What follows belongs to an exercise in optimizing a design on an open flow for small area, a short achievable clock period and few clock cycles; a production flow would make more cautious choices.
RTL that was checked went through simulation tests only; none was proved equivalent to the original.

== old ==
==> module PSE, before the edit <==
module PSE ( clk,
			reset,
			Xin,
			Yin,
			point_num,
			valid,
			Xout,
			Yout);
input        clk;
input        reset;
input [9:0]  Xin;
input [9:0]  Yin;
input [2:0]  point_num;
output       valid;
output [9:0] Xout;
output [9:0] Yout;
reg  [3:0] cyc;
reg  [2:0] n;
reg  [9:0] p0x, p0y;
reg  [10:0] sx1, sy1, sx2, sy2, sx3, sy3, sx4, sy4, sx5, sy5;
reg  [3:0] xs;          
reg  [3:0] ys;          
reg  [4:0] osel;        
reg        vld;
reg        c12, c13, c23, b5first;
reg        mg;          
reg  [1:0] ia;          
reg  [1:0] ib;          
wire c;   
wire [10:0] ux, uy;
wire [10:0] ax = ({11{xs[0]}} & sx1) | ({11{xs[1]}} & sx2) | ({11{xs[2]}} & sx3) | ({11{xs[3]}} & sx4);
wire [10:0] ay = ({11{xs[0]}} & sy1) | ({11{xs[1]}} & sy2) | ({11{xs[2]}} & sy3) | ({11{xs[3]}} & sy4);
wire [10:0] bx = ({11{ys[0]}} & sx2) | ({11{ys[1]}} & sx3) | ({11{ys[2]}} & sx4) | ({11{ys[3]}} & sx5);
wire [10:0] by = ({11{ys[0]}} & sy2) | ({11{ys[1]}} & sy3) | ({11{ys[2]}} & sy4) | ({11{ys[3]}} & sy5);
cross_calculator CC(.x0(ax), .y0(ay), .x1(bx), .y1(by), .pos(c));
wire big = n[2] & (n[1] | n[0]);           
wire [3:0] start = big ? {1'b0, n} + 4'd1 : {1'b0, n};    
wire [3:0] stop  = start + {1'b0, n} - 4'd1;              
wire pre  = (cyc == start - 4'd1);         
function [3:0] headA;    
	input [1:0] k;
	input x12, x13, x23;
	input [2:0] nn;
	reg [1:0] r1, r2, r3;
	begin
		if (nn == 3'd3) begin
			r1 = 2'd0; r2 = 2'd3; r3 = 2'd3;
		end else if (nn == 3'd4) begin
			r1 = {1'b0, x12}; r2 = {1'b0, ~x12}; r3 = 2'd3;
		end else begin
			r1 = {1'b0, x12} + {1'b0, x13};
			r2 = {1'b0, ~x12} + {1'b0, x23};
			r3 = {1'b0, ~x13} + {1'b0, ~x23};
		end
		headA = {1'b0, r3 == k, r2 == k, r1 == k};
	end
endfunction
function [3:0] headB;
	input       k;
	input       b5;
	input [2:0] nn;
	begin
		case (nn)
			3'd3: headB = 4'b0001;
			3'd4: headB = 4'b0010;
			3'd5: headB = 4'b0100;
			default: headB = (k ^ b5) ? 4'b1000 : 4'b0100;
		endcase
	end
endfunction
wire [4:0] xslot = {1'b0, xs};
wire [4:0] yslot = {ys, 1'b0};
reg [3:0] xs_n [0:1];
reg [3:0] ys_n [0:1];
reg [4:0] osel_n [0:1];
reg       vld_n [0:1];
reg       mg_n [0:1];
reg [1:0] ia_n [0:1];
reg [1:0] ib_n [0:1];
reg       c12_n [0:1], c13_n [0:1], c23_n [0:1], b5_n [0:1];
reg [1:0] sizeA;
reg [1:0] sizeB;
reg       aLeft, bLeft;
reg       takeB;
integer v;
always @(*) begin
	sizeA = big ? 2'd3 : (n == 3'd4 ? 2'd2 : 2'd1);
	sizeB = (n == 3'd6) ? 2'd2 : 2'd1;
	aLeft = (ia < sizeA);
	bLeft = (ib < sizeB);
	for (v = 0; v < 2; v = v + 1) begin
		c12_n[v] = (cyc == 4'd3) ? v[0] : c12;
		c13_n[v] = (cyc == 4'd4) ? v[0] : c13;
		c23_n[v] = (cyc == 4'd5) ? v[0] : c23;
		b5_n[v]  = (cyc == 4'd6) ? v[0] : b5first;
		xs_n[v] = 4'b0000;
		ys_n[v] = 4'b0000;
		osel_n[v] = 5'b00000;
		vld_n[v] = 1'b0;
		mg_n[v] = 1'b0;
		ia_n[v] = 2'd0;
		ib_n[v] = 2'd0;
		takeB = bLeft & (~aLeft | v[0]);
		if (mg) begin
			vld_n[v] = 1'b1;
			osel_n[v] = takeB ? yslot : xslot;
			ia_n[v] = takeB ? ia : ia + 2'd1;
			ib_n[v] = takeB ? ib + 2'd1 : ib;
			mg_n[v] = (cyc != stop - 4'd1);
			xs_n[v] = headA(ia_n[v], c12, c13, c23, n);
			ys_n[v] = headB(ib_n[v][0], b5first, n);
		end else if (pre) begin
			vld_n[v] = 1'b1;
			mg_n[v] = 1'b1;
			xs_n[v] = headA(2'd0, c12_n[v], c13_n[v], c23_n[v], n);
			ys_n[v] = headB(1'b0, b5_n[v], n);
		end else begin
			case (cyc)
				4'd2: begin xs_n[v] = 4'b0001; ys_n[v] = 4'b0001; end   
				4'd3: begin xs_n[v] = 4'b0001; ys_n[v] = 4'b0010; end   
				4'd4: begin xs_n[v] = 4'b0010; ys_n[v] = 4'b0010; end   
				4'd5: begin xs_n[v] = 4'b1000; ys_n[v] = 4'b1000; end   
				default: ;
			endcase
		end
	end
end
always @(posedge clk or posedge reset) begin
	if (reset) begin
		cyc <= 4'd0;
		vld <= 1'b0;
		mg  <= 1'b0;
	end else begin
		cyc <= (cyc == stop) ? 4'd0 : cyc + 4'd1;
		vld <= (cyc != 4'd0) & (c ? vld_n[1] : vld_n[0]);
		mg  <= (cyc != 4'd0) & (c ? mg_n[1] : mg_n[0]);
	end
end
always @(posedge clk) begin
	if (cyc == 4'd0) begin
		p0x <= Xin;
		p0y <= Yin;
		n   <= point_num;
	end
	if (cyc == 4'd1) begin sx1 <= ux; sy1 <= uy; end
	if (cyc == 4'd2) begin sx2 <= ux; sy2 <= uy; end
	if (cyc == 4'd3) begin sx3 <= ux; sy3 <= uy; end
	if (cyc == 4'd4) begin sx4 <= ux; sy4 <= uy; end
	if (cyc == 4'd5) begin sx5 <= ux; sy5 <= uy; end
	xs    <= c ? xs_n[1] : xs_n[0];
	ys    <= c ? ys_n[1] : ys_n[0];
	osel  <= c ? osel_n[1] : osel_n[0];
	ia    <= c ? ia_n[1] : ia_n[0];
	ib    <= c ? ib_n[1] : ib_n[0];
	c12 <= c12_n[c];
	c13 <= c13_n[c];
	c23 <= c23_n[c];
	b5first <= b5_n[c];
end
wire [9:0] ovx = ({10{osel[0]}} & sx1[9:0]) | ({10{osel[1]}} & sx2[9:0]) | ({10{osel[2]}} & sx3[9:0])
               | ({10{osel[3]}} & sx4[9:0]) | ({10{osel[4]}} & sx5[9:0]);
wire [9:0] ovy = ({10{osel[0]}} & sy1[9:0]) | ({10{osel[1]}} & sy2[9:0]) | ({10{osel[2]}} & sy3[9:0])
               | ({10{osel[3]}} & sy4[9:0]) | ({10{osel[4]}} & sy5[9:0]);
assign ux = (vld ? {1'b0, ovx} : {1'b0, Xin}) + ({1'b0, p0x} ^ {11{~vld}}) + {10'd0, ~vld};
assign uy = (vld ? {1'b0, ovy} : {1'b0, Yin}) + ({1'b0, p0y} ^ {11{~vld}}) + {10'd0, ~vld};
assign valid = vld;
assign Xout = ux[9:0];
assign Yout = uy[9:0];
endmodule
clock: 11.0 ns
lec_check: 0
cap_margin: 20
core_margin: 2
core_utilization: 40
setup_slack_margin: 4.0
slew_margin: 20
run.sh (not shown) runs the stock make flow with config.mk's settings and CLKGATE_MAP_FILE= SYNTH_SCRIPT=/design/flow/synth_recipe.tcl, a recipe that flattens the netlist after the stock synthesis.
Changes in new relative to old:
diff --git a/flow/design.v b/flow/design.v
--- a/flow/design.v
+++ b/flow/design.v
@@ -723,13 +723,12 @@
 reg        vld;
 reg        c12, c13, c23, b5first;
 reg        mg;          
 reg  [1:0] ia;          
 reg  [1:0] ib;          
 wire c;   
-wire [10:0] ux, uy;
 wire [10:0] ax = ({11{xs[0]}} & sx1) | ({11{xs[1]}} & sx2) | ({11{xs[2]}} & sx3) | ({11{xs[3]}} & sx4);
 wire [10:0] ay = ({11{xs[0]}} & sy1) | ({11{xs[1]}} & sy2) | ({11{xs[2]}} & sy3) | ({11{xs[3]}} & sy4);
 wire [10:0] bx = ({11{ys[0]}} & sx2) | ({11{ys[1]}} & sx3) | ({11{ys[2]}} & sx4) | ({11{ys[3]}} & sx5);
 wire [10:0] by = ({11{ys[0]}} & sy2) | ({11{ys[1]}} & sy3) | ({11{ys[2]}} & sy4) | ({11{ys[3]}} & sy5);
 cross_calculator CC(.x0(ax), .y0(ay), .x1(bx), .y1(by), .pos(c));
 wire big = n[2] & (n[1] | n[0]);           
@@ -838,17 +837,17 @@
 always @(posedge clk) begin
 	if (cyc == 4'd0) begin
 		p0x <= Xin;
 		p0y <= Yin;
 		n   <= point_num;
 	end
-	if (cyc == 4'd1) begin sx1 <= ux; sy1 <= uy; end
-	if (cyc == 4'd2) begin sx2 <= ux; sy2 <= uy; end
-	if (cyc == 4'd3) begin sx3 <= ux; sy3 <= uy; end
-	if (cyc == 4'd4) begin sx4 <= ux; sy4 <= uy; end
-	if (cyc == 4'd5) begin sx5 <= ux; sy5 <= uy; end
+	if (cyc == 4'd1) begin sx1 <= {1'b0, Xin} - {1'b0, p0x}; sy1 <= {1'b0, Yin} - {1'b0, p0y}; end
+	if (cyc == 4'd2) begin sx2 <= {1'b0, Xin} - {1'b0, p0x}; sy2 <= {1'b0, Yin} - {1'b0, p0y}; end
+	if (cyc == 4'd3) begin sx3 <= {1'b0, Xin} - {1'b0, p0x}; sy3 <= {1'b0, Yin} - {1'b0, p0y}; end
+	if (cyc == 4'd4) begin sx4 <= {1'b0, Xin} - {1'b0, p0x}; sy4 <= {1'b0, Yin} - {1'b0, p0y}; end
+	if (cyc == 4'd5) begin sx5 <= {1'b0, Xin} - {1'b0, p0x}; sy5 <= {1'b0, Yin} - {1'b0, p0y}; end
 	xs    <= c ? xs_n[1] : xs_n[0];
 	ys    <= c ? ys_n[1] : ys_n[0];
 	osel  <= c ? osel_n[1] : osel_n[0];
 	ia    <= c ? ia_n[1] : ia_n[0];
 	ib    <= c ? ib_n[1] : ib_n[0];
 	c12 <= c12_n[c];
@@ -857,12 +856,10 @@
 	b5first <= b5_n[c];
 end
 wire [9:0] ovx = ({10{osel[0]}} & sx1[9:0]) | ({10{osel[1]}} & sx2[9:0]) | ({10{osel[2]}} & sx3[9:0])
                | ({10{osel[3]}} & sx4[9:0]) | ({10{osel[4]}} & sx5[9:0]);
 wire [9:0] ovy = ({10{osel[0]}} & sy1[9:0]) | ({10{osel[1]}} & sy2[9:0]) | ({10{osel[2]}} & sy3[9:0])
                | ({10{osel[3]}} & sy4[9:0]) | ({10{osel[4]}} & sy5[9:0]);
-assign ux = (vld ? {1'b0, ovx} : {1'b0, Xin}) + ({1'b0, p0x} ^ {11{~vld}}) + {10'd0, ~vld};
-assign uy = (vld ? {1'b0, ovy} : {1'b0, Yin}) + ({1'b0, p0y} ^ {11{~vld}}) + {10'd0, ~vld};
 assign valid = vld;
-assign Xout = ux[9:0];
-assign Yout = uy[9:0];
+assign Xout = ovx + p0x;
+assign Yout = ovy + p0y;
 endmodule
==> comparison <==
In the tables for new and old, final critical path time including I/O delays and setup reads higher with old.
Run comparison: new type of the worst setup path flip-flop to flip-flop; old type of the worst setup path input port to primary output
In the metrics for new and old, the one carrying the higher via count of the first global-routing pass is old.
new vs. old: non-clock buffer total of the final layout lower, number of optimization iterations in the first detailed-route pass lower, total number of placement rows higher, arithmetic-cell share of the synthesized area counting full adders, half adders and majority gates higher, count of mapped cells out of synthesis higher.
The met3 layer usage reported by global route in new sits 0.17 points below the value recorded for old.
new: cell count after placement 42 above old
Testbench counts of new, summed over its fixed seeds: cycles 22,671.
No functional check of the RTL was part of old.

[static timing again, ports no longer ideal]
The flow's constraints put no driver on any port. The routed layouts listed below were extracted and timed again, unchanged, in two steps. Step 1 assumes that a clkbuf_16 drives the clock port and a buf_2 every other input. Step 2, shift: input delay + t, output delay - t, t = (earliest + latest rising clock arrival at the registers) / 2. This alone moves slack from input paths to output paths. Slacks: ideal ports / drivers / drivers and shift; pairs: ideal ports / drivers.
run	t (ns)	slack for setup (ns)	worst setup path after step 2	slew at the worst register clock pin (ns)	pins driven straight from the clock port
old	0.478	3.885 / 3.860 / 3.860	input to output	0.07 / 0.07	1
new	0.479	4.222 / 4.222 / 4.222	register to register	0.07 / 0.07	1
After both steps every run listed still meets setup and hold. The setup slack of old, which loses most, moves by -0.025 ns with the drivers and by -0.025 ns with both steps.
